Background: an optimization exercise with open tools, aiming at small area, a short achievable clock period and few clock cycles. Do not read the settings as production practice. Function was not checked in any run shown here: the RTL went through the layout flow alone. No activity file was given, so power comes from the tool's default toggle rates.

## flow/constraint.sdc

```tcl
create_clock -name core_clock -period 12.0 [get_ports {S_AXI_ACLK}]
set_input_delay 2.4000 -clock core_clock [delete_from_list [all_inputs] [get_ports {S_AXI_ACLK}]]
set_output_delay 2.4000 -clock core_clock [all_outputs]
set_load 0.01 [all_outputs]
```

## flow/design.v

```verilog
`timescale 1 ns / 1 ps
module freqcalccore_v1_0_S00_AXI #
	(
		parameter integer FHT_B = 7,
		parameter integer FHT_N = 2 ** FHT_B,
		parameter IDLE = 3'b000,
		parameter PRELOAD = 3'b001,
		parameter PREMULT_1 = 3'b010,
		parameter PREMULT_2 = 3'b011,
		parameter ACCUMULATION = 3'b100,
		parameter SQUARING = 3'b101,
		parameter CONVERSION = 3'b110,
		parameter FIND_MAX = 3'b111,
		parameter integer PDM_DIV = 2,
		parameter integer SAMPLE_DIV = 256,
		parameter integer C_S_AXI_DATA_WIDTH	= 32,
		parameter integer C_S_AXI_ADDR_WIDTH	= 4
	)
	(
		input wire pdm_data,
		output wire pdm_clk,
		output wire pdm_lrsel,
		output wire led0,
		output wire led1,
		input wire  S_AXI_ACLK,
		input wire  S_AXI_ARESETN,
		input wire [C_S_AXI_ADDR_WIDTH-1 : 0] S_AXI_AWADDR,
		input wire [2 : 0] S_AXI_AWPROT,
		input wire  S_AXI_AWVALID,
		output wire  S_AXI_AWREADY,
		input wire [C_S_AXI_DATA_WIDTH-1 : 0] S_AXI_WDATA,
		input wire [(C_S_AXI_DATA_WIDTH/8)-1 : 0] S_AXI_WSTRB,
		input wire  S_AXI_WVALID,
		output wire  S_AXI_WREADY,
		output wire [1 : 0] S_AXI_BRESP,
		output wire  S_AXI_BVALID,
		input wire  S_AXI_BREADY,
		input wire [C_S_AXI_ADDR_WIDTH-1 : 0] S_AXI_ARADDR,
		input wire [2 : 0] S_AXI_ARPROT,
		input wire  S_AXI_ARVALID,
		output wire  S_AXI_ARREADY,
		output wire [C_S_AXI_DATA_WIDTH-1 : 0] S_AXI_RDATA,
		output wire [1 : 0] S_AXI_RRESP,
		output wire  S_AXI_RVALID,
		input wire  S_AXI_RREADY
	);
    localparam [767:0] CLS_TBL = 768'hb6db6cb2cb2caebaebaaaaaaa68a279a59659248e28a181f79e79e79d75d75c71c6da69a6596186175d65955144d245040f3cf3cf38e38e34d34c30c2cb28a2492081c61440c2040000000000000000000000000000000000000000000000000;
    localparam [575:0] THR_TBL = 576'hffffffffffffffffffffffe9fff7fffdcfff63ffd4fff42dfcfaff3a7fcd8ff31ffcb7bf29dfc96ed21ab0766b198a855e81169835650949024e30528814a1051841460051801460;
    function [16:0] sq9;
        input [8:0] a;
        begin
            sq9 = 17'({(a[0] & a[8]), (a[0] & a[7]), (a[0] & a[6]), (a[0] & a[5]), (a[0] & a[4]), (a[0] & a[3]), (a[0] & a[2]), (a[0] & a[1]), 1'b0, a[0]})
                + 17'({(a[1] & a[8]), (a[1] & a[7]), (a[1] & a[6]), (a[1] & a[5]), (a[1] & a[4]), (a[1] & a[3]), (a[1] & a[2]), 1'b0, a[1], 1'b0, 1'b0})
                + 17'({(a[2] & a[8]), (a[2] & a[7]), (a[2] & a[6]), (a[2] & a[5]), (a[2] & a[4]), (a[2] & a[3]), 1'b0, a[2], 1'b0, 1'b0, 1'b0, 1'b0})
                + 17'({(a[3] & a[8]), (a[3] & a[7]), (a[3] & a[6]), (a[3] & a[5]), (a[3] & a[4]), 1'b0, a[3], 1'b0, 1'b0, 1'b0, 1'b0, 1'b0, 1'b0})
                + 17'({(a[4] & a[8]), (a[4] & a[7]), (a[4] & a[6]), (a[4] & a[5]), 1'b0, a[4], 1'b0, 1'b0, 1'b0, 1'b0, 1'b0, 1'b0, 1'b0, 1'b0})
                + 17'({(a[5] & a[8]), (a[5] & a[7]), (a[5] & a[6]), 1'b0, a[5], 1'b0, 1'b0, 1'b0, 1'b0, 1'b0, 1'b0, 1'b0, 1'b0, 1'b0, 1'b0})
                + 17'({(a[6] & a[8]), (a[6] & a[7]), 1'b0, a[6], 1'b0, 1'b0, 1'b0, 1'b0, 1'b0, 1'b0, 1'b0, 1'b0, 1'b0, 1'b0, 1'b0, 1'b0})
                + 17'({(a[7] & a[8]), 1'b0, a[7], 1'b0, 1'b0, 1'b0, 1'b0, 1'b0, 1'b0, 1'b0, 1'b0, 1'b0, 1'b0, 1'b0, 1'b0, 1'b0, 1'b0})
                + 17'({a[8], 1'b0, 1'b0, 1'b0, 1'b0, 1'b0, 1'b0, 1'b0, 1'b0, 1'b0, 1'b0, 1'b0, 1'b0, 1'b0, 1'b0, 1'b0, 1'b0});
        end
    endfunction
    function ge6;
        input [5:0] a;
        input [5:0] b;
        integer n;
        reg r;
        begin
            r = 1'b1;
            for (n = 0; n < 6; n = n + 1)
                r = (a[n] & ~b[n]) | (~(a[n] ^ b[n]) & r);
            ge6 = r;
        end
    endfunction
    wire clk = S_AXI_ACLK;
    wire rstn = S_AXI_ARESETN;
    reg bvalid, rvalid;
    reg [1:0] raddr;
    reg [5:0] out_k;         
    reg [17:0] out_amp;      
    reg [5:0] cache_k;       
    reg [17:0] cache_amp;
    wire wr_hs = S_AXI_AWVALID & S_AXI_WVALID & ~bvalid;
    wire rd_hs = S_AXI_ARVALID & ~rvalid;
    wire wr_nz = (S_AXI_WSTRB[0] & (|S_AXI_WDATA[7:0])) | (S_AXI_WSTRB[1] & (|S_AXI_WDATA[15:8])) |
                 (S_AXI_WSTRB[2] & (|S_AXI_WDATA[23:16])) | (S_AXI_WSTRB[3] & (|S_AXI_WDATA[31:24]));
    wire start = wr_hs & (S_AXI_AWADDR[3:2] == 2'd3) & wr_nz;
    assign S_AXI_AWREADY = ~bvalid;
    assign S_AXI_WREADY  = ~bvalid;
    assign S_AXI_BVALID  = bvalid;
    assign S_AXI_BRESP   = 2'b00;
    assign S_AXI_ARREADY = ~rvalid;
    assign S_AXI_RVALID  = rvalid;
    assign S_AXI_RRESP   = 2'b00;
    assign S_AXI_RDATA   = (raddr == 2'd1) ? {23'd0, out_k, 3'd0} :
                           (raddr == 2'd2) ? {14'd0, out_amp} : 32'd0;
    always @(posedge clk) begin
        if (!rstn) begin
            bvalid <= 1'b0;
            rvalid <= 1'b0;
            out_k <= 6'd0;
            out_amp <= 18'd0;
        end else begin
            if (wr_hs) bvalid <= 1'b1;
            else if (S_AXI_BREADY) bvalid <= 1'b0;
            if (rd_hs) rvalid <= 1'b1;
            else if (S_AXI_RREADY) rvalid <= 1'b0;
            if (start) begin
                out_k <= cache_k;
                out_amp <= cache_amp;
            end
        end
    end
    always @(posedge clk) if (rd_hs) raddr <= S_AXI_ARADDR[3:2];
    reg [7:0] cnt;           
    reg [6:0] acc;           
    wire bnd = (cnt == 8'd255);
    assign pdm_clk = ~cnt[0];
    assign led0 = ~cnt[0];
    assign led1 = pdm_data;
    assign pdm_lrsel = 1'b0;
    always @(posedge clk) begin
        if (!rstn) cnt <= 8'd0;
        else cnt <= cnt + 8'd1;
        if (cnt[0]) acc <= bnd ? 7'd0 : acc + {6'd0, pdm_data};
    end
    reg [767:0] ring;
    reg [5:0] hold;
    reg pending, clr;
    reg [6:0] ptr;
    wire ins = pending & (ptr[3:0] == 4'd15);
    wire [6:0] ptr1 = ptr + 7'd1;
    wire [2:0] wsel = ins ? ptr1[6:4] : ptr[6:4];
    always @(posedge clk) begin
        if (!rstn) begin
            pending <= 1'b0;
            clr <= 1'b0;
            ptr <= 7'd0;
        end else begin
            clr <= ins;
            if (bnd) pending <= 1'b1;
            else if (ins) pending <= 1'b0;
            if (!clr) ptr <= ptr1;
        end
        if (bnd) hold <= CLS_TBL[6*acc +: 6];
    end
    genvar gq;
    generate
        for (gq = 0; gq < 128; gq = gq + 1) begin : g_ring
            if ((gq % 16) == 0) begin : g_ins
                wire here = (ins | clr) & (wsel == (gq / 16));
                always @(posedge clk)
                    ring[6*gq +: 6] <= here ? (ins ? hold : 6'd0) : ring[6*((gq + 127) % 128) +: 6];
            end else begin : g_sh
                always @(posedge clk)
                    ring[6*gq +: 6] <= ring[6*((gq + 127) % 128) +: 6];
            end
        end
    endgenerate
    localparam [167:0] TPL = 168'hddafd77cdcf17fbcf2d576a908805b2c4988d4e14f;
    localparam [95:0] REG = 96'hdcefdecfb7ab642058139a89;
    localparam [23:0] FIRSTR = 24'h0f1007;
    reg run_i;
    reg [4:0] s_i;
    reg [3:0] d_i;
    wire [6:0] ptr3 = ptr + 7'd3;
    wire go = ~run_i & ~pending & ~clr & (cnt >= 8'd14) & (cnt <= 8'd40) & (ptr3[2:0] == 3'd0);
    wire wrap_i = (s_i == 5'd23);
    wire last_i = (d_i == 4'd9) & (s_i == 5'd9);
    always @(posedge clk) begin
        if (!rstn) begin
            run_i <= 1'b0;
            s_i <= 5'd0;
            d_i <= 4'd0;
        end else if (go) begin
            run_i <= 1'b1;
            s_i <= 5'd1;
            d_i <= 4'd0;
        end else if (run_i) begin
            if (last_i) run_i <= 1'b0;
            s_i <= wrap_i ? 5'd0 : s_i + 5'd1;
            if (wrap_i) d_i <= d_i + 4'd1;
        end
    end
    wire [4:0] s_n = go ? 5'd0 : s_i;
    wire [3:0] d_n = go ? 4'd0 : d_i;
    wire [6:0] tpl = TPL[7*s_n +: 7];
    wire [2:0] ty_n = tpl[6:4];
    wire [6:0] b7 = {3'd0, d_n};
    reg [6:0] xb;
    always @(*) begin
        case (ty_n)
            3'd0, 3'd2, 3'd4: xb = b7;                   
            3'd1:    xb = 7'd1 - b7;                      
            3'd3:    xb = 7'd16 + b7;                     
            3'd5:    xb = 7'd0 - b7;                      
            3'd6:    xb = 7'd16 - b7;                     
            default: xb = 7'd48 + b7;                     
        endcase
    end
    wire item_n = (run_i | go) & (d_n != 4'd9);
    reg [6:0] xb_x;
    reg lag_x;
    always @(posedge clk) begin
        xb_x <= xb;
        lag_x <= tpl[0];
    end
    reg [6:0] jx_r, x_r;
    reg lag_r;
    wire [6:0] ptr2 = ptr + 7'd2;
    always @(posedge clk) begin
        jx_r <= (ptr2 - {6'd0, lag_x}) * xb_x;
        x_r <= xb_x;
        lag_r <= lag_x;
    end
    reg [47:0] dg_r;      
    reg xodd_r, lag_s;
    genvar gu;
    generate
        for (gu = 0; gu < 8; gu = gu + 1) begin : g_m
            wire [3:0] ux = gu * x_r[3:0];
            wire [6:0] mu = jx_r - {ux, 3'b000};
            wire [5:0] uu = mu[5:0] - 6'd16;
            wire [4:0] dd = (uu == 6'd32) ? 5'd31 : (uu[5] ? (5'd0 - uu[4:0]) : uu[4:0]);
            wire ng = (mu >= 7'd49) && (mu <= 7'd111);
            always @(posedge clk) dg_r[6*gu +: 6] <= {ng, dd};
        end
    endgenerate
    always @(posedge clk) begin
        xodd_r <= x_r[0];
        lag_s <= lag_r;
    end
    reg [47:0] t_r;
    generate
        for (gu = 0; gu < 8; gu = gu + 1) begin : g_t
            wire [4:0] dd = dg_r[6*gu +: 5];
            wire ng = dg_r[6*gu+5];
            wire [17:0] th = THR_TBL[18*dd +: 18];
            wire [5:0] xa = lag_s ? ring[6*(8*gu+1) +: 6] : ring[6*(8*gu) +: 6];
            wire [5:0] xc = lag_s ? ring[6*(8*gu+65) +: 6] : ring[6*(8*gu+64) +: 6];
            wire a1 = ge6(xa, th[17:12]), a2 = ge6(xa, th[11:6]), a3 = ge6(xa, th[5:0]);
            wire c1 = ge6(xc, th[17:12]), c2 = ge6(xc, th[11:6]), c3 = ge6(xc, th[5:0]);
            wire [1:0] fa = {a2, (a1 & ~a2) | a3};
            wire [1:0] fc = {c2, (c1 & ~c2) | c3};
            wire nc = ng ^ xodd_r;
            always @(posedge clk) begin
                t_r[3*gu +: 3]     <= ng ? (3'd0 - {1'b0, fa}) : {1'b0, fa};
                t_r[3*(gu+8) +: 3] <= nc ? (3'd0 - {1'b0, fc}) : {1'b0, fc};
            end
        end
    endgenerate
    reg it_s0, it_s1, it_e1, it_e2, it_e3;
    reg run_s0, run_s1, run_e1;
    reg [4:0] s_s0, s_s1, s_e1, s_e2, s_e3;
    reg [3:0] d_s0, d_s1, d_e1;
    always @(posedge clk) begin
        if (!rstn) begin
            it_s0 <= 1'b0; it_s1 <= 1'b0; it_e1 <= 1'b0; it_e2 <= 1'b0; it_e3 <= 1'b0;
            run_s0 <= 1'b0; run_s1 <= 1'b0; run_e1 <= 1'b0;
        end else begin
            it_s0 <= item_n; it_s1 <= it_s0; it_e1 <= it_s1; it_e2 <= it_e1; it_e3 <= it_e2;
            run_s0 <= run_i | go; run_s1 <= run_s0; run_e1 <= run_s1;
        end
        s_s0 <= s_n; s_s1 <= s_s0; s_e1 <= s_s1; s_e2 <= s_e1; s_e3 <= s_e2;
        d_s0 <= d_n; d_s1 <= d_s0; d_e1 <= d_s1;
    end
    integer i;
    reg signed [6:0] vsum;
    always @(*) begin
        vsum = 7'sd0;
        for (i = 0; i < 16; i = i + 1)
            vsum = vsum + {{4{t_r[3*i+2]}}, t_r[3*i +: 3]};
    end
    reg signed [6:0] vsum_r;
    always @(posedge clk) vsum_r <= vsum;
    wire [3:0] rg3 = REG[4*s_e3 +: 4];
    wire first3 = FIRSTR[s_e3];
    wire signed [7:0] vx = {vsum_r[6], vsum_r};
    reg signed [6:0] iu0, iu4, iw0, iw4, itb2, itb6, itc2, itc6;
    reg signed [7:0] pb, qb, pm, qm, pc, qc, pd, qd;
    reg signed [7:0] acc_in;
    always @(*) begin
        case (rg3[2:0])
            3'd0: acc_in = pb;
            3'd1: acc_in = qb;
            3'd2: acc_in = pm;
            3'd3: acc_in = qm;
            3'd4: acc_in = pc;
            3'd5: acc_in = qc;
            3'd6: acc_in = pd;
            default: acc_in = qd;
        endcase
    end
    wire signed [7:0] acc_out = (first3 ? 8'sd0 : acc_in) + vx;
    always @(posedge clk) begin
        if (it_e3) begin
            case (rg3)
                4'd0: iu0 <= vsum_r;
                4'd1: iu4 <= vsum_r;
                4'd2: iw0 <= vsum_r;
                4'd3: iw4 <= vsum_r;
                4'd4: itb2 <= vsum_r;
                4'd5: itb6 <= vsum_r;
                4'd6: itc2 <= vsum_r;
                4'd7: itc6 <= vsum_r;
                4'd8: pb <= acc_out;
                4'd9: qb <= acc_out;
                4'd10: pm <= acc_out;
                4'd11: qm <= acc_out;
                4'd12: pc <= acc_out;
                4'd13: qc <= acc_out;
                4'd14: pd <= acc_out;
                default: qd <= acc_out;
            endcase
        end
    end
    reg signed [8:0] c_o1, c_o33, c_t2c, c_o17, c_t2b, c_o113;
    always @(posedge clk) begin
        if (run_e1) begin
            if (s_e1 == 5'd18) c_o1 <= pm + qm;
            if (s_e1 == 5'd20) c_o33 <= pb - qb;
            if (s_e1 == 5'd20) c_t2c <= itc2 - itc6;
            if (s_e1 == 5'd2) c_o17 <= pc + qc;
            if (s_e1 == 5'd6) c_t2b <= itb2 - itb6;
            if (s_e1 == 5'd6) c_o113 <= pd - qd;
        end
    end
    reg [2:0] pp;      
    always @(*) begin
        case (s_e1)
            5'd13: pp = 3'd1;
            5'd18: pp = 3'd2;
            5'd20: pp = 3'd3;
            5'd0: pp = 3'd4;
            5'd2: pp = 3'd5;
            5'd4: pp = 3'd6;
            5'd6: pp = 3'd7;
            default: pp = 3'd0;
        endcase
    end
    wire [3:0] own = pp[2] ? (d_e1 - 4'd1) : d_e1;    
    wire [5:0] b6 = {2'd0, own};
    wire bp = pp[2];
    wire [6:0] op_t2 = bp ? itc2 : itb2;
    wire [6:0] op_t6 = bp ? itc6 : itb6;
    wire [8:0] op_tt = bp ? c_t2b : c_t2c;
    reg [7:0] op_p, op_q;
    reg [8:0] op_c;
    reg nu, nt, np, nq, nt2, nc;
    reg [5:0] k_p;
    reg v_p;
    always @(*) begin
        nu = bp;
        case (pp)
            3'd1: begin op_p = pb; op_q = qb; op_c = c_o1;   nt = 1'b0; np = 1'b1; nq = 1'b1; nt2 = 1'b0; nc = 1'b1; k_p = 6'd0 - b6;  v_p = (own >= 4'd2); end
            3'd2: begin op_p = pm; op_q = qm; op_c = c_o33;  nt = 1'b1; np = 1'b0; nq = 1'b1; nt2 = 1'b1; nc = 1'b1; k_p = b6 + 6'd31; v_p = (own >= 4'd1); end
            3'd3: begin op_p = pm; op_q = qm; op_c = c_o33;  nt = 1'b1; np = 1'b1; nq = 1'b0; nt2 = 1'b1; nc = 1'b0; k_p = 6'd32 - b6; v_p = (own >= 4'd1); end
            3'd4: begin op_p = pd; op_q = qd; op_c = c_o17;  nt = 1'b1; np = 1'b0; nq = 1'b0; nt2 = 1'b0; nc = 1'b1; k_p = b6 + 6'd47; v_p = (own >= 4'd1); end
            3'd5: begin op_p = pd; op_q = qd; op_c = c_o17;  nt = 1'b1; np = 1'b1; nq = 1'b1; nt2 = 1'b0; nc = 1'b0; k_p = 6'd16 - b6; v_p = (own >= 4'd1); end
            3'd6: begin op_p = pc; op_q = qc; op_c = c_o113; nt = 1'b0; np = 1'b0; nq = 1'b1; nt2 = 1'b1; nc = 1'b0; k_p = b6 + 6'd15; v_p = (own >= 4'd1); end
            3'd7: begin op_p = pc; op_q = qc; op_c = c_o113; nt = 1'b0; np = 1'b1; nq = 1'b0; nt2 = 1'b1; nc = 1'b1; k_p = 6'd48 - b6; v_p = (own >= 4'd1); end
            default: begin op_p = pb; op_q = qb; op_c = c_o1; nt = 1'b0; np = 1'b0; nq = 1'b0; nt2 = 1'b0; nc = 1'b0; k_p = 6'd0; v_p = 1'b0; end
        endcase
    end
    wire [9:0] e_u0 = {{3{iu0[6]}}, iu0};
    wire [9:0] e_u4 = {{3{iu4[6]}}, iu4} ^ {10{nu}};
    wire [9:0] e_t2 = {{3{op_t2[6]}}, op_t2} ^ {10{nt}};
    wire [9:0] e_t6 = {{3{op_t6[6]}}, op_t6} ^ {10{nt}};
    wire [9:0] e_p = {{2{op_p[7]}}, op_p} ^ {10{np}};
    wire [9:0] e_q = {{2{op_q[7]}}, op_q} ^ {10{nq}};
    wire [9:0] e_w0 = {{3{iw0[6]}}, iw0};
    wire [9:0] e_w4 = {{3{iw4[6]}}, iw4} ^ {10{nu}};
    wire [9:0] e_tt = {op_tt[8], op_tt} ^ {10{nt2}};
    wire [9:0] e_c = {op_c[8], op_c} ^ {10{nc}};
    wire [2:0] one1 = {2'd0, nu} + {1'b0, nt, 1'b0} + {2'd0, np} + {2'd0, nq};
    wire [1:0] one2 = {1'b0, nu} + {1'b0, nt2} + {1'b0, nc};
    wire [2:0] one1a = {2'd0, nu} + {1'b0, nt, 1'b0};
    wire [1:0] one1b = {1'b0, np} + {1'b0, nq};
    wire [9:0] x1 = e_u0 + e_u4 + e_t2 + e_t6 + {7'd0, one1a};
    wire [9:0] x2 = e_p + e_q + {8'd0, one1b};
    wire [9:0] y2 = e_w0 + e_w4 + e_tt + e_c + {8'd0, one2};
    wire pair_e1 = run_e1 & (pp != 3'd0) & v_p & (own <= 4'd8);
    reg [9:0] x1_r, x2_r, y2_r, b1_r, b2_r;
    reg [5:0] k1_r, kb_r;
    reg v1_r, vb_r;
    always @(posedge clk) begin
        if (!rstn) begin
            v1_r <= 1'b0;
            vb_r <= 1'b0;
        end else begin
            v1_r <= pair_e1;
            vb_r <= v1_r;
        end
        x1_r <= x1;
        x2_r <= x2;
        y2_r <= y2;
        k1_r <= k_p;
        b1_r <= x1_r + x2_r;
        b2_r <= y2_r;
        kb_r <= k1_r;
    end
    wire [8:0] c1m = b1_r[8:0] ^ {9{b1_r[9]}};
    wire [8:0] c2m = b2_r[8:0] ^ {9{b2_r[9]}};
    wire [17:0] p0 = sq9(c1m) + sq9(c2m) + (b1_r[9] ? {8'd0, c1m, 1'b1} : 18'd0)
                                         + (b2_r[9] ? {8'd0, c2m, 1'b1} : 18'd0);
    reg [17:0] p0_r;
    reg signed [10:0] s_r;
    reg [5:0] k2_r;
    reg v2_r;
    always @(posedge clk) begin
        if (!rstn) v2_r <= 1'b0;
        else v2_r <= vb_r;
        p0_r <= p0;
        s_r <= $signed(b1_r) + $signed(b2_r);
        k2_r <= kb_r;
    end
    wire [17:0] dl1 = {{6{s_r[10]}}, s_r, 1'b0} + 18'd2;
    wire [17:0] dl2 = {{5{s_r[10]}}, s_r, 2'b00} + 18'd8;
    wire [53:0] pd3 = {p0_r + dl2, p0_r + dl1, p0_r};
    reg [53:0] mx;
    reg [17:0] mk;
    wire clr_cand = go;
    genvar gd;
    generate
        for (gd = 0; gd < 3; gd = gd + 1) begin : g_c
            wire [17:0] pv = pd3[18*gd +: 18];
            wire [17:0] mv = mx[18*gd +: 18];
            wire [5:0] kv = mk[6*gd +: 6];
            wire better = {pv, ~k2_r} > {mv, ~kv};    
            always @(posedge clk) begin
                if (clr_cand) begin
                    mx[18*gd +: 18] <= 18'd0;
                    mk[6*gd +: 6] <= 6'd0;
                end else if (v2_r & better) begin
                    mx[18*gd +: 18] <= pv;
                    mk[6*gd +: 6] <= k2_r;
                end
            end
        end
    endgenerate
    wire [1:0] dsel = (acc >= 7'd91) ? 2'd2 : (acc >= 7'd46) ? 2'd1 : 2'd0;
    always @(posedge clk) begin
        if (bnd) begin
            cache_k <= mk[6*dsel +: 6];
            cache_amp <= mx[18*dsel +: 18];
        end
    end
endmodule
```

## flow/run.sh

```bash
#!/bin/bash
# synth_recipe.tcl (not shown) runs the flow's synth.tcl, then flattens the netlist and writes it again
# the make line also repeats each setting of config.mk as NAME=value (left out here)
make -C /OpenROAD-flow-scripts/flow DESIGN_CONFIG=/design/flow/config.mk WORK_HOME=/design/flow/orfs CLKGATE_MAP_FILE= SYNTH_SCRIPT=/design/flow/synth_recipe.tcl finish
```

## flow/config.mk

```make
export PLATFORM = sky130hd
export DESIGN_NAME = freqcalccore_v1_0_S00_AXI
export DESIGN_NICKNAME = freqcalccore_v1_0_S00_AXI
export VERILOG_FILES = /design/flow/design.v
export SDC_FILE = /design/flow/constraint.sdc
export NUM_CORES = 8
export LEC_CHECK = 0
export CAP_MARGIN = 20
export CORE_MARGIN = 2
export CORE_UTILIZATION = 40
export CTS_BUF_LIST = sky130_fd_sc_hd__clkbuf_4 sky130_fd_sc_hd__clkbuf_8
export PLACE_DENSITY = 0.6
export SLEW_MARGIN = 20
```

==> run summary, run 1 <==
- In the detailed route, the total length drawn on met3 is 5720 µm.
- Dividing the detail-routed wire length by the instance count gives 16.5 µm.
- For this design, the CTS-stage hold fixing added 0 buffers.
- Averaged over all synthesized cells, the footprint is 10.7 µm².
- Once placement finished, the instance area stood at 0.0672 mm².
- After detailed routing, the number of vias per cell comes to 4.94.
- The final hold violation count is 0.
- The horizontal extent of the die is 406 µm.
- The class of the tightest hold or removal check is reg2reg.
- The filler cell count in the final layout is 14975.
- The initial utilization of the core area, before any placement, comes to 0.402.
- The top routing layer in use is met5.
- The sort of element at the start of the critical path is a flop.
- The number of buffers added on ports is 73.
- The count of final max-slew check failures is 0.
- The number of H-tree levels is 4.
- The share of post-route cells with drive strength above 1 is 0.104.
- The floorplan step defined a die boundary enclosing 0.165 mm².
- In the global route stage, overall resource usage came out at 0.170.
- The routed layout has 41930 vias.
- The cell internal power dissipation is 7.38 mW.
- Derived from the worst setup path, the maximum achievable clock frequency is 156 MHz.
- The via count of the first global-routing pass was 41378.
- Of all nets on the critical path, the largest fanout is 11.
- The run finished with no timing, DRC or antenna violations.
- In this run the core area contains 147 standard-cell rows.
- The post-route setup TNS is 0 ns.
- Across the run, the number of max-cap violations was 0.
- The number of antenna violations at the first check in global routing was 8.
- The worst setup path is captured at a flop.
- The share of the yosys chip area belonging to registers is 0.459.
- The smallest clock period supported by the final layout is computed as 6.43 ns.
- The die extent in y is 406 µm.
- The critical path goes through ha_1, or2_2, fa_1, fa_1, inv_1, ha_1, ha_1, a21o_1, a21oi_1, xnor2_1, fa_1, inv_1, fa_1, inv_1, ha_1, and2_1, a31o_2, a31oi_1, a21oi_1, a21o_1, a21oi_1, xnor2_1.
- The data required time at the worst endpoint is 12.83 ns.
- Setup repair after global routing left no endpoint under its margin.
- The clock skew after layout is 0.0524 ns.
- The number of nets in the layout is 7094.
- The count of unique library cells instantiated by Yosys is 99.
- The post-synthesis to final-layout area growth is 12.0%.
- For this run, the number of Yosys warnings is 1.
- At the end of routability-driven placement, the weighted congestion stood at 0.869.
- The largest net degree at the start of global routing is 64.
- The number of primary I/O pins is 103.
- Leaving out fill and tap cells, the most frequent cell in the layout is sky130_fd_sc_hd__dfxtp_1.
- The combinational share of power is 0.029.
- The later pin in the worst-skew pair is clocked with a latency of 0.96 ns.
- The detailed-routing wirelength on met1 is 68400 µm.
- The synthesized area is 0.0645 mm².
- The total overflow left after global routing is 0.
- The deepest clock path buffer count is 3.
- After clock tree synthesis, the setup repair step added 0 buffers.
- The slowest stage of the critical path belongs to the cell sky130_fd_sc_hd__dfxtp_1.
- In this run the standard cell core region covers 0.160 mm².
- The CTS tree is yes.
- The worst slew slack as a fraction of its limit is 0.220.
- Of the total power, the share spent switching nets is 0.216.
- The worst IR drop on VDD is 0.000120 V.
- The total detailed-routing wirelength is 140000 µm.
- The part of the total power dissipated in the clock network is 0.473.
- The power share of the sequential group is 0.499.
- The number of CTS-inserted buffers is 215.
- After the first detailed-routing iteration, the DRC count stood at 2525.
- The count of mapped cells out of synthesis is 6027.
- Clock tree synthesis selected as its root buffer the cell sky130_fd_sc_hd__clkbuf_8.
- The post-route fraction of the period consumed by the critical path is 0.536.
- The first global-routing pass estimated 222000 µm of wire.
- The largest single stage delay on the critical path is 0.62 ns.
- The transition time at the pin with the least slew margin is 1.17 ns.
- The clock-pin slew on the worst setup and hold paths is 0.06 ns.
- In this run the power density over the cells is 130 mW/mm².
- In this run the power spent charging and discharging nets is 2.04 mW.
- For this run, design rule violations remaining after detail routing come to 0.
- The data arrival time of the worst path is 7.26 ns.
- The main flop type after synthesis is sky130_fd_sc_hd__dfxtp_1.
- The class of the most critical setup path is reg2reg.
- Leaving out fill and tap cells, the most frequent cells in the layout are 1161 x sky130_fd_sc_hd__dfxtp_1, 737 x sky130_fd_sc_hd__ha_1, 516 x sky130_fd_sc_hd__inv_1.
- The number of synthesized flops with an enable pin is 211.
- Once detail routing completed, the nets flagged for antenna violations numbered 0.
- Gates resized during post-CTS repair numbered 0.
- Counting flops and latches in the post-synthesis netlist gives 1374.
- In this run the static leakage power is 32.9 nW.
- After routing the design area is 0.0723 mm².
- The detailed-placement wirelength estimate is 103000 µm.
- The number of setup violations in the final report is 0.
- The utilization of the core after routing is 0.451.
- The routed wire length on met2 is 62700 µm.
- The total iterations of the first detailed-routing run is 5.
- CTS saw 1374 sinks.
- The share of async-settable or async-resettable flops after synthesis is 0.
[Yosys cell counts (all sizes together), types with 55 or more instances]
cell type / number / share of area
and2: 58 / 0.0056
ha: 737 / 0.14
nor2b: 112 / 0.011
buf: 85 / 0.0085
o21ai: 260 / 0.020
inv: 520 / 0.030
nand2b: 60 / 0.0058
nand3: 55 / 0.0043
a21oi: 342 / 0.027
mux2i: 172 / 0.027
nor2: 427 / 0.025
a21o: 87 / 0.010
edfxtp: 211 / 0.098
xnor2: 243 / 0.033
dfxtp: 1163 / 0.36
nand2: 307 / 0.018
xor2: 82 / 0.011
fa: 160 / 0.050
clkbuf: 137 / 0.0080
nor3: 62 / 0.0048
mux2: 148 / 0.026
[critical path, delay by kind of cell (launching register included)]
family                     cells  cell delay (ns)
adders and majority gates      8             3.40
and+or+nand+nor                2             0.56
xor gates and xnor gates       2             0.26
buffers and inverters          3             0.14
DFF                            1             0.62
AOI/OAI and AO/OA              7             1.35
[per-stage QoR]
stage / worst slack [ns] / total power [mW] / hold WS [ns] / cells
2_1_floorplan: 6.14 / 4.99 / 0.310 / 6045
3_3_place_gp: 5.63 / 5.06 / 0.310 / 8081
3_5_place_dp: 5.56 / 5.06 / 0.312 / 8081
4_1_cts: 5.54 / 9.56 / 0.296 / 8486
5_1_grt: 5.20 / 9.78 / 0.309 / 8488
6_report: 5.57 / 9.41 / 0.297 / 8491
[final cells by class]
class	count	area [µm²]	share of cell area
Antenna cell	4	10.0	0.000138
Clock buffer	324	4120	0.0569
Clock inverter	81	948	0.0131
Inverter	525	1970	0.0273
Multi-Input combinational cell	3924	32000	0.443
Sequential cell	1374	29600	0.410
Tap cell	2160	2700	0.0374
Timing Repair Buffer	99	933	0.0129
[sequential cells by signal, summed over array words and instances (netlist names), 18 cells and up]
register,cells
ring,768
mx,54
out_amp,18
dg_r,48
mk,18
cache_amp,18
t_r,48
p0_r,18
[cell families after synthesis]
family,Yosys count,share of synthesized area
AO/OA/AOI/OAI,1115,0.111
XOR/XNOR,325,0.0442
adder cells (fa/ha/maj),897,0.192
buffers and inverters,747,0.0469
flip-flops,1374,0.459
multiplexers,328,0.0553
other,1,0.0000581
AND/OR/NAND/NOR,1240,0.0909
[worst paths after layout]
kind | startpoint | endpoint | slack [ns] | depth (start not counted)
max reg2reg | b1_r[9] | p0_r[14] | 5.57 | 22
min reg2reg | ring[463] | ring[469] | 0.30 | 0
min | ring[463] | ring[469] | 0.30 | 0
max | b1_r[9] | p0_r[14] | 5.57 | 22
[power by group through the flow]
stage	Sequential [mW]	Clock, mW	Combinational, mW
6_report	4.70	4.45	0.269
5_1_grt	4.70	4.79	0.302
4_1_cts	4.70	4.59	0.269
3_5_place_dp	4.80	0	0.266
3_3_place_gp	4.80	0	0.259
2_1_floorplan	4.79	0	0.201
[routing by layer]
metal / vias to the layer above / GRT usage
met2: 763 / 0.267
met1: 20005 / 0.237
li1: 20961 / -
met3: 199 / 0.0274
met4: 2 / 0.0549
met5: - / 0
==> run 2, diff against run 1 <==
==> flow/flow/run.sh (new file) <==
#!/bin/bash
# Own layout flow: the standard flow (standard.sh, unchanged synthesis), with repair_timing
# aiming at a tighter setup margin so that the layout's reg-to-reg and port paths come out
# shorter.  The clock period and the constraints are the design's (constraint.sdc).
set -euo pipefail
MARGIN=$(cat flow/margin.txt 2>/dev/null || echo 6)
bash standard.sh SETUP_SLACK_MARGIN=$MARGIN TNS_END_PERCENT=100 finish > standard_make.log 2>&1
==> flow/flow/margin.txt (new file) <==
6.5
==> flow/standard.sh (new file) <==
#!/bin/bash
# synth_recipe.tcl (not shown) runs the flow's synth.tcl, then flattens the netlist and writes it again
# the make line also repeats each setting of config.mk as NAME=value (left out here)
make -C /OpenROAD-flow-scripts/flow DESIGN_CONFIG=/design/flow/config.mk WORK_HOME=/design/flow/orfs CLKGATE_MAP_FILE= SYNTH_SCRIPT=/design/flow/synth_recipe.tcl "${@:-finish}"
removed: flow/run.sh
==> run 2 against run 1 <==
Register-to-register slack better by 0.87 ns. Setup slack better by 0.87 ns. Final area is 0.90% higher. Critical endpoint is now p0_r[15]. Flip-flop and latch count stayed put. Still clean on timing, DRC and antenna. Via count is 0.43% higher.
==> run summary, run 2 <==
- The origin of the critical flop-to-flop path is b1_r[9].
- Yosys mapped a number of flops with a built-in enable equal to 211.
- The share of async-settable or async-resettable flops after synthesis is 0.
- Ranked by instance count, the synthesized netlist is headed by 1163 x sky130_fd_sc_hd__dfxtp_1, 737 x sky130_fd_sc_hd__ha_1, 516 x sky130_fd_sc_hd__inv_1, 426 x sky130_fd_sc_hd__nor2_1, 335 x sky130_fd_sc_hd__a21oi_1.
- The dominant cell type by area after synthesis is sky130_fd_sc_hd__dfxtp_1.
- The deepest clock path buffer count is 3.
- The most used standard cell by instance count after synthesis is sky130_fd_sc_hd__dfxtp_1.
- The detail route stage leaves a number of antenna-violating nets equal to 0.
- The largest registers in the layout are ring: 768 flops, mx: 54 flops.
- The run finished with no timing, DRC or antenna violations.
- Of the post-synthesis cell area, the dominant cell type holds 0.361.
- The area of the multi-input gates is 0.0325 mm².
- In the synthesized netlist the dominant register cell turns out to be sky130_fd_sc_hd__dfxtp_1.
- The average routed wire per standard cell is 16.5 µm.
- The total area inside the core boundary comes to 0.160 mm².
- The reg-to-reg critical path endpoint is p0_r[15].
- The final critical delay including setup and external delays is 5.55 ns.
- The sequential cells in the finished layout cover a total of 0.0296 mm².
- The leading cell type in the layout, fill and taps excluded is sky130_fd_sc_hd__dfxtp_1.
- A synthesized cell averages 10.7 µm².
- The category of the worst setup path capture point is a flop.
- The library cells used most frequently in the layout, excluding fill and tap cells, are 1156 x sky130_fd_sc_hd__dfxtp_1, 705 x sky130_fd_sc_hd__ha_1, 511 x sky130_fd_sc_hd__inv_1.
- The number of primary I/O pins is 103.
- After synthesis the cells add up to 0.0645 mm².
- By startpoint and endpoint, the worst setup path is classified as reg2reg.
- Among all stages on the critical path, the largest delay is contributed by sky130_fd_sc_hd__fa_1.
- At the pin with the least slew margin, the transition time is 1.09 ns.
- The critical path starts at b1_r[9].
- The worst IR drop on VDD is 0.000115 V.
- On the worst path, the slowest cell contributes a delay of 0.58 ns.
- The count of mapped cells out of synthesis is 6027.
- Setup violations remaining at the end of the flow were counted as 0.
- The data required time at the worst endpoint is 12.82 ns.
- In this design, the critical path's most frequently occurring cell is sky130_fd_sc_hd__fa_1.
- Fill cells in the final layout number 14951.
- The cell count of the worst reg-to-reg path is 23.
- In this run the worst setup path terminates at p0_r[15].
- The setup slack on the worst flop-to-flop path is 6.45 ns.
- The root buffer cell chosen for the clock tree is sky130_fd_sc_hd__clkbuf_8.
- Ranked by total cell area, the synthesized netlist is headed by sky130_fd_sc_hd__dfxtp_1 36%, sky130_fd_sc_hd__ha_1 14%, sky130_fd_sc_hd__edfxtp_1 9.8%.
- The count of unique library cells instantiated by Yosys is 99.
- Once layout is complete, the cells apart from fillers number 8517.
- In this run the static leakage power is 33.0 nW.
- The detailed-placement wirelength estimate is 103000 µm.
- Including well taps, the total number of placed cells is 8081.
- For this run, the total global-route usage over all layers was measured as 0.171.
- Power spread over the standard cell area amounts to 129 mW/mm².
- Clock latency on the worst-skew pair, taken at its later pin, is 0.95 ns.
- The post-route setup TNS is 0 ns.
- The total iterations of the first detailed-routing run is 6.
- The clock skew after layout is 0.0530 ns.
- The final hold violation count is 0.
- The total detailed-routing wirelength is 141000 µm.
- The count of state elements after synthesis is 1374.
- In the routed design, unresolved DRC markers number 0.
- The worst setup path is launched from a flop.
- The routed via count divided by cell count is 4.94.
- The min-delay analysis places its worst path in the category reg2reg.
- The count of yosys warnings during synthesis is 1.
- The logic depth of the worst path, buffers included is 23.
- The starting density of the core is 0.402.
- The largest fanout on the critical path is 6.
- The count of final max-slew check failures is 0.
- The number of placement rows is 147.
- From synthesis to final layout, the design area changed by 13.0%.
- The worst slew slack as a fraction of its limit is 0.273.
- The data arrival time of the worst path is 6.37 ns.
- Setup repair after global routing could not meet its margin everywhere.
- Of the cells placed in the final design, the portion with a size suffix greater than 1 is 0.119.
- The number of CTS-inserted buffers is 218.
- At the end of routability-driven placement, the weighted congestion stood at 0.866.
- The horizontal extent of the die is 406 µm.
- The peak clock frequency supported by timing is 180 MHz.
- The total chip power is 9.39 mW.
- The signal on the critical path passes through buf_12, ha_4, nor2_4, fa_1, inv_2, fa_1, inv_2, fa_1, ha_4, a21oi_4, xnor2_2, fa_1, inv_2, fa_1, inv_2, ha_4, and2_4, o21a_1, a31oi_2, a211o_1, o21bai_1, a21oi_2, xnor2_1.
- Across the run, the number of max-cap violations was 0.
- The clock sink count is 1374.
- The post-route fraction of the period consumed by the critical path is 0.463.
- The critical path contains buffers and inverters numbering 5 combined.
- The via count of the first global-routing pass came to 41421.
- The largest net degree at the start of global routing is 64.
- The final layout contains 7123 nets.
- The die extent in y is 406 µm.
- After the first detailed-routing iteration, the DRC count stood at 2604.
- The share of the yosys chip area belonging to registers is 0.459.
- The kind of cell adding the most delay to the critical path is adder cells.
- Clock-pin slew was measured on the worst setup and hold paths at 0.07 ns.
- The leftover overflow at the end of global routing is 0.
- The register with the most flip-flops in the layout has 768 of them.
- The H-tree was split into 4 levels.
- TritonCTS built the clock tree.
- The first global-routing pass estimated 224000 µm of wire.
- Input and output buffers added on the ports amount to 73.
- The area enclosed by the die boundary is 0.165 mm².
- The number of antenna violations at the first check in global routing is 9.
- ring holds more flip-flops than any other register.
- Detailed routing inserted a total of 42109 vias.
run 2: cell counts after synthesis:
Identical to the previous run, type by type.
run 2: what timing repair did:
item | in CTS | in global routing
buffers inserted | 19 | 8
setup endpoints to repair | 32 | 46
pin swaps | 32 | 28
hold buffers | 0 | 0
gates resized for setup | 63 | 33
run 2: routing by layer:
| layer | global-route usage | share of wire |
|---|---|---|
| met1 | 0.241 | 0.49 |
| met3 | 0.0273 | 0.044 |
| met2 | 0.266 | 0.44 |
| met4 | 0.0580 | 0.025 |
| met5 | 0 | 0 |
run 2: power by group:
| group | leakage (nW) | switching (mW) | internal (mW) |
|---|---|---|---|
| logic | 18.7 | 0.147 | 0.122 |
| registers | 11.6 | 0.0209 | 4.67 |
| clock network | 2.66 | 1.89 | 2.53 |
| total | 33.0 | 2.06 | 7.33 |
run 2: how the worst min path moves through the flow:
stage / from / cells past startpoint / slack, ns / to
finish: ring[275] / 0 / 0.31 / ring[281]
global route: ring[452] / 0 / 0.31 / ring[458]
floorplan: y2_r[9] / 0 / 0.31 / b2_r[9]
global placement: ring[543] / 0 / 0.31 / ring[549]
CTS: ring[275] / 0 / 0.31 / ring[281]
detailed placement: ring[646] / 0 / 0.31 / ring[652]
run 2: final cells by class:
class | count | share of cell area
multi-input cells | 3924 | 0.445
flip-flops and latches | 1374 | 0.406
clock buffers | 320 | 0.0553
well taps | 2160 | 0.0370
inverters | 525 | 0.0270
repair buffers | 125 | 0.0158
clock inverters | 86 | 0.0135
diodes | 3 | 0.000103
run 2: cell families after synthesis:
family / Yosys count / share of synthesized area
buffers and inverters: 747 / 0.0469
other: 1 / 0.0000581
AO/OA/AOI/OAI: 1115 / 0.111
AND/OR/NAND/NOR: 1240 / 0.0909
multiplexers: 328 / 0.0553
XOR/XNOR: 325 / 0.0442
flip-flops: 1374 / 0.459
adder cells (fa/ha/maj): 897 / 0.192
run 2: through the flow:
step	area (µm²)	setup slack, ns	hold WS (ns)	utilization
detailed placement	67300	6.02	0.312	0.419
global placement	67300	5.99	0.310	0.419
floorplan	64700	6.49	0.310	-
global route	72900	6.26	0.311	0.455
finish	72900	6.45	0.309	0.455
CTS	72700	6.43	0.306	0.453
==> run 3, diff against run 2 <==
--- a/flow/design.v
+++ b/flow/design.v
@@ -380,9 +380,12 @@
     wire [9:0] x2 = e_p + e_q + {8'd0, one1b};
     wire [9:0] y2 = e_w0 + e_w4 + e_tt + e_c + {8'd0, one2};
     wire pair_e1 = run_e1 & (pp != 3'd0) & v_p & (own <= 4'd8);
-    reg [9:0] x1_r, x2_r, y2_r, b1_r, b2_r;
+    reg [9:0] x1_r, x2_r, y2_r;
+    reg [8:0] a1_r, a2_r;
+    reg signed [10:0] s1_r;
     reg [5:0] k1_r, kb_r;
     reg v1_r, vb_r;
+    wire [9:0] b1 = x1_r + x2_r;
     always @(posedge clk) begin
         if (!rstn) begin
             v1_r <= 1'b0;
@@ -395,14 +398,11 @@
         x2_r <= x2;
         y2_r <= y2;
         k1_r <= k_p;
-        b1_r <= x1_r + x2_r;
-        b2_r <= y2_r;
+        a1_r <= b1[9] ? (9'd0 - b1[8:0]) : b1[8:0];
+        a2_r <= y2_r[9] ? (9'd0 - y2_r[8:0]) : y2_r[8:0];
+        s1_r <= $signed({x1_r[9], x1_r}) + $signed({x2_r[9], x2_r}) + $signed({y2_r[9], y2_r});
         kb_r <= k1_r;
     end
-    wire [8:0] c1m = b1_r[8:0] ^ {9{b1_r[9]}};
-    wire [8:0] c2m = b2_r[8:0] ^ {9{b2_r[9]}};
-    wire [17:0] p0 = sq9(c1m) + sq9(c2m) + (b1_r[9] ? {8'd0, c1m, 1'b1} : 18'd0)
-                                         + (b2_r[9] ? {8'd0, c2m, 1'b1} : 18'd0);
     reg [17:0] p0_r;
     reg signed [10:0] s_r;
     reg [5:0] k2_r;
@@ -410,8 +410,8 @@
     always @(posedge clk) begin
         if (!rstn) v2_r <= 1'b0;
         else v2_r <= vb_r;
-        p0_r <= p0;
-        s_r <= $signed(b1_r) + $signed(b2_r);
+        p0_r <= sq9(a1_r) + sq9(a2_r);
+        s_r <= s1_r;
         k2_r <= kb_r;
     end
     wire [17:0] dl1 = {{6{s_r[10]}}, s_r, 1'b0} + 18'd2;
==> flow/flow/margin.txt (replaced) <==
6.8
==> run 3 against run 2 <==
Wire length grew 0.70%. Non-clock buffer count shrank 8. Synthesized cell count grew 0.95%. Maximum frequency grew 8.8%. Critical path type is now in2out. Largest cell class unchanged.
==> run summary, run 3 <==
- The share of async-settable or async-resettable flops after synthesis is 0.
- For this configuration, the core starts out at a cell density of 0.402.
- The count of antenna-violating nets left after detailed routing is 0.
- The count of unique library cells instantiated by Yosys is 90.
- The leftover overflow at the end of global routing is 0.
- Once detailed placement completed, the half-perimeter wirelength came to 105000 µm.
- Max-cap violations in this run came to 0.
- The number of placed instances with taps included is 8150.
- The final hold violation count was 0.
- The number of design rule violations left after detail routing is 0.
- The number of buffers inserted by hold repair at cts is 0.
- The mean instance size in the synthesized netlist is 10.6 µm².
- In the final layout, the registers with the most flip-flops are ring: 768 flops, mx: 54 flops.
- The data required time at the worst endpoint is 9.60 ns.
- The placer congestion estimate is 0.890.
- Fill cells in the final layout number 14826.
- The count of state elements after synthesis is 1383.
- By instance count, the leading cell after synthesis is sky130_fd_sc_hd__dfxtp_1.
- The count of mapped cells out of synthesis is 6084.
- Entering global routing, the biggest net connects 80 pins.
- By area the synthesized netlist is led by sky130_fd_sc_hd__dfxtp_1 36%, sky130_fd_sc_hd__ha_1 14%, sky130_fd_sc_hd__edfxtp_1 9.8%.
- The worst setup path is of the in2out kind.
- The clock reaches the later pin of the worst-skew pair after 0.97 ns.
- The static leakage power is 31.9 nW.
- The die covers 0.164 mm².
- The first TritonRoute pass finished after 7 iterations.
- The count of buffers added on input and output ports is 73.
- 103 I/O pins were placed.
- The number of H-tree levels is 4.
- The die is 405 µm wide.
- For this block, the routed nets add up to 142000 µm of wire.
- The number of synthesized flops with an enable pin is 211.
- The number of antenna violations at the first check in global routing is 7.
- The logic depth of the worst path, buffers included is 2.
- Measured along the y axis, the die boundary spans 405 µm.
- The kind of cell adding the most delay to the critical path is buffers and inverters.
- The routed via count divided by cell count is 4.99.
- The flow ran to the end and the layout has no timing, DRC or antenna violations.
- In this run the worst path has a maximum fanout of 2.
- The CTS tree is yes.
- The register containing the most flip-flops in the final layout is ring.
- The clock root buffer master is sky130_fd_sc_hd__clkbuf_8.
- Summed over all instances, the cell type with the most area after synthesis is sky130_fd_sc_hd__dfxtp_1.
- The top cell types in the final layout, fill and taps aside, are 1164 x sky130_fd_sc_hd__dfxtp_1, 699 x sky130_fd_sc_hd__ha_1, 458 x sky130_fd_sc_hd__inv_1.
- The post-synthesis to final-layout area growth is 12.3%.
- Across all layers, the routed design uses 42675 vias.
- The average routed wire per standard cell is 16.6 µm.
- The power per unit of standard cell area is 127 mW/mm².
- The transition time at the pin with the least slew margin is 1.10 ns.
- The main flop type after synthesis is sky130_fd_sc_hd__dfxtp_1.
- The delay of the slowest critical-path stage is 0.16 ns.
- The utilization of the core after routing is 0.452.
- The slowest cell on the critical path is sky130_fd_sc_hd__clkbuf_2.
- The number of placement rows is 147.
- The clock-pin slew on the worst setup and hold paths is 0.07 ns.
- The deepest clock path buffer count is 3.
- The number of CTS-inserted buffers is 210.
- In this run the tightest slew margin relative to its limit is 0.267.
- The global-route usage over all layers is 0.171.
- Counting cells, the worst reg-to-reg path comes to 15.
- In this run the worst hold path is classified as reg2reg.
- The clock sink count is 1383.
- The synthesized area is 0.0644 mm².
- Counting both buffers and inverters, the worst setup path holds a total of 2.
- The setup slack after layout is 6.90 ns.
- Of the cells placed in the final design, the portion with a size suffix greater than 1 is 0.100.
- Derived from the worst setup path, the maximum achievable clock frequency is 196 MHz.
- The worst IR drop on VDD is 0.000116 V.
- The leading cell type in the layout, fill and taps excluded is sky130_fd_sc_hd__dfxtp_1.
- The final critical delay including setup and external delays is 5.10 ns.
- Setup violations remaining at the end of the flow were counted as 0.
- The clock skew after layout is 0.0639 ns.
- The top-area cell type share of the netlist area is 0.364.
- The post-route setup TNS is 0 ns.
- The total area of sequential cells is 0.0298 mm².
- The worst setup path is captured at an output port.
- The standard cell core area is 0.160 mm².
- By count the netlist is led by 1172 x sky130_fd_sc_hd__dfxtp_1, 700 x sky130_fd_sc_hd__ha_1, 459 x sky130_fd_sc_hd__inv_1, 389 x sky130_fd_sc_hd__a21oi_1, 363 x sky130_fd_sc_hd__nor2_1.
- The wire length of the first global-routing pass is 224000 µm.
- The data arrival time of the worst path is 2.70 ns.
- For this block, the initial DRC count from the detailed router was 2678.
- The area of the multi-input gates is 0.0321 mm².
- The number of nets in the layout is 7124.
- The signal on the critical path passes through dlymetal6s2s_1, clkbuf_2.
- The post-route fraction of the period consumed by the critical path is 0.425.
- The via count of the first global-routing pass was 41847.
- The number of flip-flops in the largest register is 768.
- For this run, the register share of the synthesized area comes to 0.462.
- The number of non-filler instances in the completed layout is 8550.
- The count of final max-slew check failures was 0.
- Setup repair after global routing could not meet its margin everywhere.
- Before CTS, the worst setup slack after placement is 6.10 ns.
- The worst setup path is launched from a primary input.
- The worst hold path cell count is 0.
- The count of yosys warnings during synthesis is 1.
-- run 3: changes by cell type after synthesis, sizes merged, moves of 49 or more --
cell   delta
a21oi    +49
nor2     -62
and2     +57
mux2i    -72
nand2    +53
inv      -59
-- run 3: metal layers --
metal	global-route usage	vias to the layer above	part of all wire
li1	-	21419	-
met1	0.234	20257	0.48
met2	0.274	785	0.45
met3	0.0310	214	0.047
met4	0.0522	0	0.021
met5	0	-	0
-- run 3: report_power, final --
group / switching, mW / total (mW) / internal, mW
logic: 0.0794 / 0.151 / 0.0713
registers: 0.0173 / 4.72 / 4.70
clock network: 1.86 / 4.32 / 2.45
total: 1.96 / 9.19 / 7.23
-- run 3: kinds of logic (layout without fill, tap and decap cells) --
family                   count (synthesis)  count (layout)  synth area share
adder cells (fa/ha/maj)                853             853             0.183
buffers and inverters                  683             966            0.0422
XOR/XNOR                               318             318            0.0435
multiplexers                           255             255            0.0444
AND/OR/NAND/NOR                       1320            1320            0.0984
AO/OA/AOI/OAI                         1271            1271             0.126
flip-flops                            1383            1383             0.462
other                                    1              24         0.0000582
-- run 3: timing repair --
| item | CTS | global route |
|---|---|---|
| gates resized for setup | 8 | 30 |
| gates cloned | 0 | 1 |
| pin swaps | 3 | 2 |
| buffers inserted | 3 | 6 |
| setup endpoints to repair | 73 | 63 |
| hold endpoints to repair | 0 | 0 |
-- run 3: cell type report --
class,instances,share of cell area
timing repair buffer,117,0.0151
clock inverter,78,0.0140
tap,2160,0.0373
antenna,5,0.000173
clock buffer,306,0.0530
sequential,1383,0.412
multi-input combinational,4036,0.444
inverter,465,0.0242
-- run 3: worst paths after layout --
path / startpoint / end / slack (ns)
setup / recovery: pdm_data / led1 / 6.90
hold / removal: ring[269] / ring[275] / 0.29
setup reg to reg: t_r[11] / vsum_r[6] / 7.02
hold reg to reg: ring[269] / ring[275] / 0.29
-- run 3: metrics by stage --
| step | cell area, µm² | hold WS [ns] | total power, mW |
|---|---|---|---|
| after floorplan | 64500 | 0.310 | 4.92 |
| after global placement | 67300 | 0.310 | 4.97 |
| after detailed placement | 67300 | 0.312 | 4.97 |
| after CTS | 72200 | 0.277 | 9.32 |
| after global routing | 72400 | 0.276 | 9.54 |
| final | 72400 | 0.288 | 9.19 |
==> run 4, diff against run 3 <==
--- a/flow/config.mk
+++ b/flow/config.mk
@@ -8,6 +8,6 @@
 export CAP_MARGIN = 20
 export CORE_MARGIN = 2
 export CORE_UTILIZATION = 40
-export CTS_BUF_LIST = sky130_fd_sc_hd__clkbuf_4 sky130_fd_sc_hd__clkbuf_8
+export CTS_BUF_LIST = sky130_fd_sc_hd__clkbuf_4
 export PLACE_DENSITY = 0.6
 export SLEW_MARGIN = 20
==> run 4 against run 3 <==
Hold slack got worse by 0.035 ns. Die area is the same. Combinational power barely moved. Global-route usage increased by 0.19 points. Count of clock-buffer cells in the layout is 201 higher. Synthesized area unchanged. Core utilization is 0.27 points lower.
==> run summary, run 4 <==
- The post-synthesis to final-layout area growth is 11.6%.
- In this run the power density over the cells is 121 mW/mm².
- The global-route usage over all layers is 0.173.
- The number of H-tree levels is 5.
- The count of unique library cells instantiated by Yosys is 90.
- The static leakage power is 32.2 nW.
- Fill cells in the final layout number 15064.
- After synthesis the cells add up to 0.0644 mm².
- After clock tree synthesis, the clock-pin slew on the worst setup and hold paths is 0.07 ns.
- IR analysis of the VDD net gives a maximum drop of 0.000100 V.
- For this run the aggregate overflow at the end of global routing stands at 0.
- The main flop type after synthesis is sky130_fd_sc_hd__dfxtp_1.
- The die is 405 µm wide.
- The slowest cell on the critical path is sky130_fd_sc_hd__clkbuf_2.
- Of the total synthesized cell area, the portion taken by full adders, half adders and majority gates is 0.183.
- Traced cell by cell, the critical path runs through dlymetal6s2s_1, clkbuf_2.
- The clock sink count is 1383.
- The floorplan step set the die height to 405 µm.
- The number of buffers added on ports is 73.
- The number of nets in the layout is 7277.
- The delay of the slowest critical-path stage is 0.16 ns.
- The violation count after the first detailed-routing iteration is 2768.
- The number of CTS-inserted buffers is 357.
- By count the netlist is led by 1172 x sky130_fd_sc_hd__dfxtp_1, 700 x sky130_fd_sc_hd__ha_1, 459 x sky130_fd_sc_hd__inv_1, 389 x sky130_fd_sc_hd__a21oi_1, 363 x sky130_fd_sc_hd__nor2_1.
- The clock passes through at most 4 buffers.
- For this run, design rule violations remaining after detail routing come to 0.
- The routed via count divided by cell count is 4.96.
- The area fraction in and, or, nand and nor cells after synthesis is 0.0984.
- The post-route standard cell area excluding fillers is 0.0719 mm².
- Once detailed placement completed, the half-perimeter wirelength came to 105000 µm.
- At the end of routability-driven placement, the weighted congestion stood at 0.890.
- The starting density of the core is 0.402.
- The mean instance size in the synthesized netlist is 10.6 µm².
- The share of cell area taken by muxes after synthesis is 0.0444.
- Synthesis inferred 1383 register bits.
- The number of antenna violations at the first check in global routing is 12.
- Ranked by total cell area, the synthesized netlist is headed by sky130_fd_sc_hd__dfxtp_1 36%, sky130_fd_sc_hd__ha_1 14%, sky130_fd_sc_hd__edfxtp_1 9.8%.
- The library cell used most frequently in the layout, excluding fill and tap cells, is sky130_fd_sc_hd__dfxtp_1.
- The count of final max-slew check failures is 0.
- The count of yosys warnings during synthesis is 1.
- The worst setup path is launched from a primary input.
- In the final layout, the share of cells above drive strength 1 is 0.124.
- The wire length of the first global-routing pass is 227000 µm.
- The total iterations of the first detailed-routing run is 5.
- Of the post-synthesis cell area, the dominant cell type holds 0.364.
- Of the total synthesized cell area, the portion taken by XOR and XNOR cells is 0.0435.
- For the worst-skew pair, the clock arrives at the later sink with an insertion delay of 1.30 ns.
- Row generation in the floorplan step produced 147 rows.
- The peak clock frequency supported by timing is 196 MHz.
- At the worst endpoint, the arrival time is 2.70 ns.
- Of all flip-flops after synthesis, the portion carrying an async set or reset was 0.
- The transition time at the pin with the least slew margin is 1.14 ns.
- The worst setup path is of the in2out kind.
- The fraction of the mapped netlist area in compound gates is 0.126.
- In the final timing run, aggregate negative setup slack is 0 ns.
- The instance area at placement is 0.0673 mm².
- The standard cell core area is 0.160 mm².
- Of all nets on the critical path, the largest fanout is 2.
- TritonCTS built the clock tree.
- The tool flagged a number of max-cap violations equal to 0.
- The share of the yosys chip area belonging to registers is 0.462.
- After synthesis, the largest family of logic cells by area is adder cells.
- 103 I/O pins were placed.
- The count of antenna-violating nets left after detailed routing is 0.
- STA classifies the critical path endpoint as an output port.
- Setup violations remaining at the end of the flow were counted as 0.
- The largest registers in the layout are ring: 768 flops, mx: 54 flops.
- Entering global routing, the biggest net connects 80 pins.
- In the finished design, the share of the clock period the worst path needs comes to 0.425.
- More flip-flops sit in one register than any other, and that register is ring.
- The via count of the first global-routing pass was 43210.
- STA puts the critical path data required time at 9.60 ns.
- The area enclosed by the die boundary is 0.164 mm².
- The number of synthesized flops with an enable pin is 211.
- The worst slew slack as a fraction of its limit is 0.243.
- sky130_fd_sc_hd__dfxtp_1 takes more of the synthesized area than any other cell.
- The setup slack on the worst flop-to-flop path is 6.98 ns.
- The final hold violation count is 0.
- In the layout the commonest cells are 1164 x sky130_fd_sc_hd__dfxtp_1, 698 x sky130_fd_sc_hd__ha_1, 507 x sky130_fd_sc_hd__clkbuf_4.
- Setup repair after global routing left no endpoint under its margin.
- The count of mapped cells out of synthesis is 6084.
- The final critical delay including setup and external delays is 5.10 ns.
- Dividing the detail-routed wire length by the instance count gives 16.3 µm.
- The class of the tightest hold or removal check is reg2reg.
- The clock arrives with 0.103 ns of skew.
- The number of buffers and inverters on the critical path is 2.
- The kind of cell adding the most delay to the critical path is buffers and inverters.
- The most used standard cell by instance count after synthesis is sky130_fd_sc_hd__dfxtp_1.
- The root buffer cell chosen for the clock tree is sky130_fd_sc_hd__clkbuf_4.
- The flow ran to the end and the layout has no timing, DRC or antenna violations.
- The number of buffers inserted by hold repair at cts is 0.
- The routed layout has 43555 vias.
- The number of flip-flops in the largest register is 768.
- For this block, the routed nets add up to 143000 µm of wire.
-- run 4: changes by cell type in the layout (fill, tap and decap cells not counted), sizes merged, moves of 5 or more --
cell and delta:
clkinv +43, buf +5, bufinv -14, clkbuf +201
diode +6, clkdlybuf4s50 -15, dlygate4sd2 +8, dlymetal6s2s +7
-- run 4: repair_timing --
item | CTS | global route
pin swaps | 3 | 4
gates cloned | 0 | 2
resized for setup | 19 | 37
setup endpoints to repair | 72 | 73
setup buffers | 4 | 10
-- run 4: cell families (layout without fill, tap and decap cells) --
kind of cell / Yosys count / count (layout)
compound gates: 1271 / 1272
xor+xnor: 318 / 318
fa+ha+maj: 853 / 853
buf+inv: 683 / 1194
flops: 1383 / 1383
mux: 255 / 255
other cells: 1 / 30
simple gates: 1320 / 1320
-- run 4: through the flow --
| stage | setup WS (ns) | utilization | instances | power (mW) | hold slack (ns) |
|---|---|---|---|---|---|
| floorplan | 7.08 | - | 6102 | 4.92 | 0.310 |
| global placement | 6.11 | 0.420 | 8150 | 4.97 | 0.310 |
| detailed placement | 6.10 | 0.420 | 8150 | 4.97 | 0.312 |
| CTS | 6.37 | 0.447 | 8761 | 8.85 | 0.247 |
| global route | 6.79 | 0.449 | 8781 | 9.13 | 0.249 |
| finish | 6.90 | 0.449 | 8785 | 8.69 | 0.253 |
-- run 4: worst paths after layout --
| kind | from | endpoint | depth (start not counted) |
|---|---|---|---|
| max reg2reg | t_r[11] | vsum_r[6] | 15 |
| max | pdm_data | led1 | 2 |
| min reg2reg | ring[280] | ring[286] | 0 |
| min | ring[280] | ring[286] | 0 |
-- run 4: power breakdown --
part / internal [mW] / total [mW] / switching (mW)
clock network: 2.01 / 3.82 / 1.81
registers: 4.70 / 4.72 / 0.0174
logic: 0.0726 / 0.153 / 0.0803
total: 6.78 / 8.69 / 1.91
-- run 4: per-layer routing --
| layer | track usage | vias to the layer above | wire length, µm |
|---|---|---|---|
| met5 | 0 | - | 0 |
| met4 | 0.0564 | 0 | 3030 |
| met3 | 0.0389 | 200 | 7440 |
| met2 | 0.276 | 892 | 65200 |
| met1 | 0.232 | 20532 | 67400 |
| li1 | - | 21931 | - |
-- run 4: layout make-up --
type / instances / area (µm²) / share of cell area
multi-input combinational: 4037 / 32200 / 0.447
sequential: 1383 / 29800 / 0.415
clock buffer: 507 / 3810 / 0.0529
tap: 2160 / 2700 / 0.0376
inverter: 465 / 1750 / 0.0243
timing repair buffer: 122 / 1140 / 0.0159
clock inverter: 100 / 503 / 0.00699
antenna: 11 / 27.5 / 0.000383

-- static timing again, ports no longer ideal --
In the flow no input, the clock included, has a driving cell. The finished layouts below were timed again as built, in two steps. Step 1: set_driving_cell puts a clkbuf_16 on S_AXI_ACLK and a buf_2 on each other input, an assumption about the parent block. Step 2 also shifts input and output timing later by t, the mid clock arrival at the registers, as if the neighbouring blocks saw the same clock. Three values: ideal, step 1, step 2; two values: the first two.
| run | t (ns) | slack for setup (ns) | worst setup path at the end | slew at the worst register clock pin (ns) |
|---|---|---|---|---|
| run 1 | 0.996 | 5.574 / 5.574 / 5.574 | register to register | 0.07 / 0.07 |
| run 2 | 1.000 | 6.446 / 6.446 / 6.446 | register to register | 0.07 / 0.07 |
| run 3 | 1.010 | 6.897 / 6.867 / 6.867 | input to output | 0.08 / 0.08 |
| run 4 | 1.315 | 6.897 / 6.866 / 6.866 | input to output | 0.08 / 0.08 |
After both steps setup and hold are still met in every run listed. For run 4, which loses most, drivers alone change the setup slack by -0.031 ns; drivers and shift together by -0.031 ns.
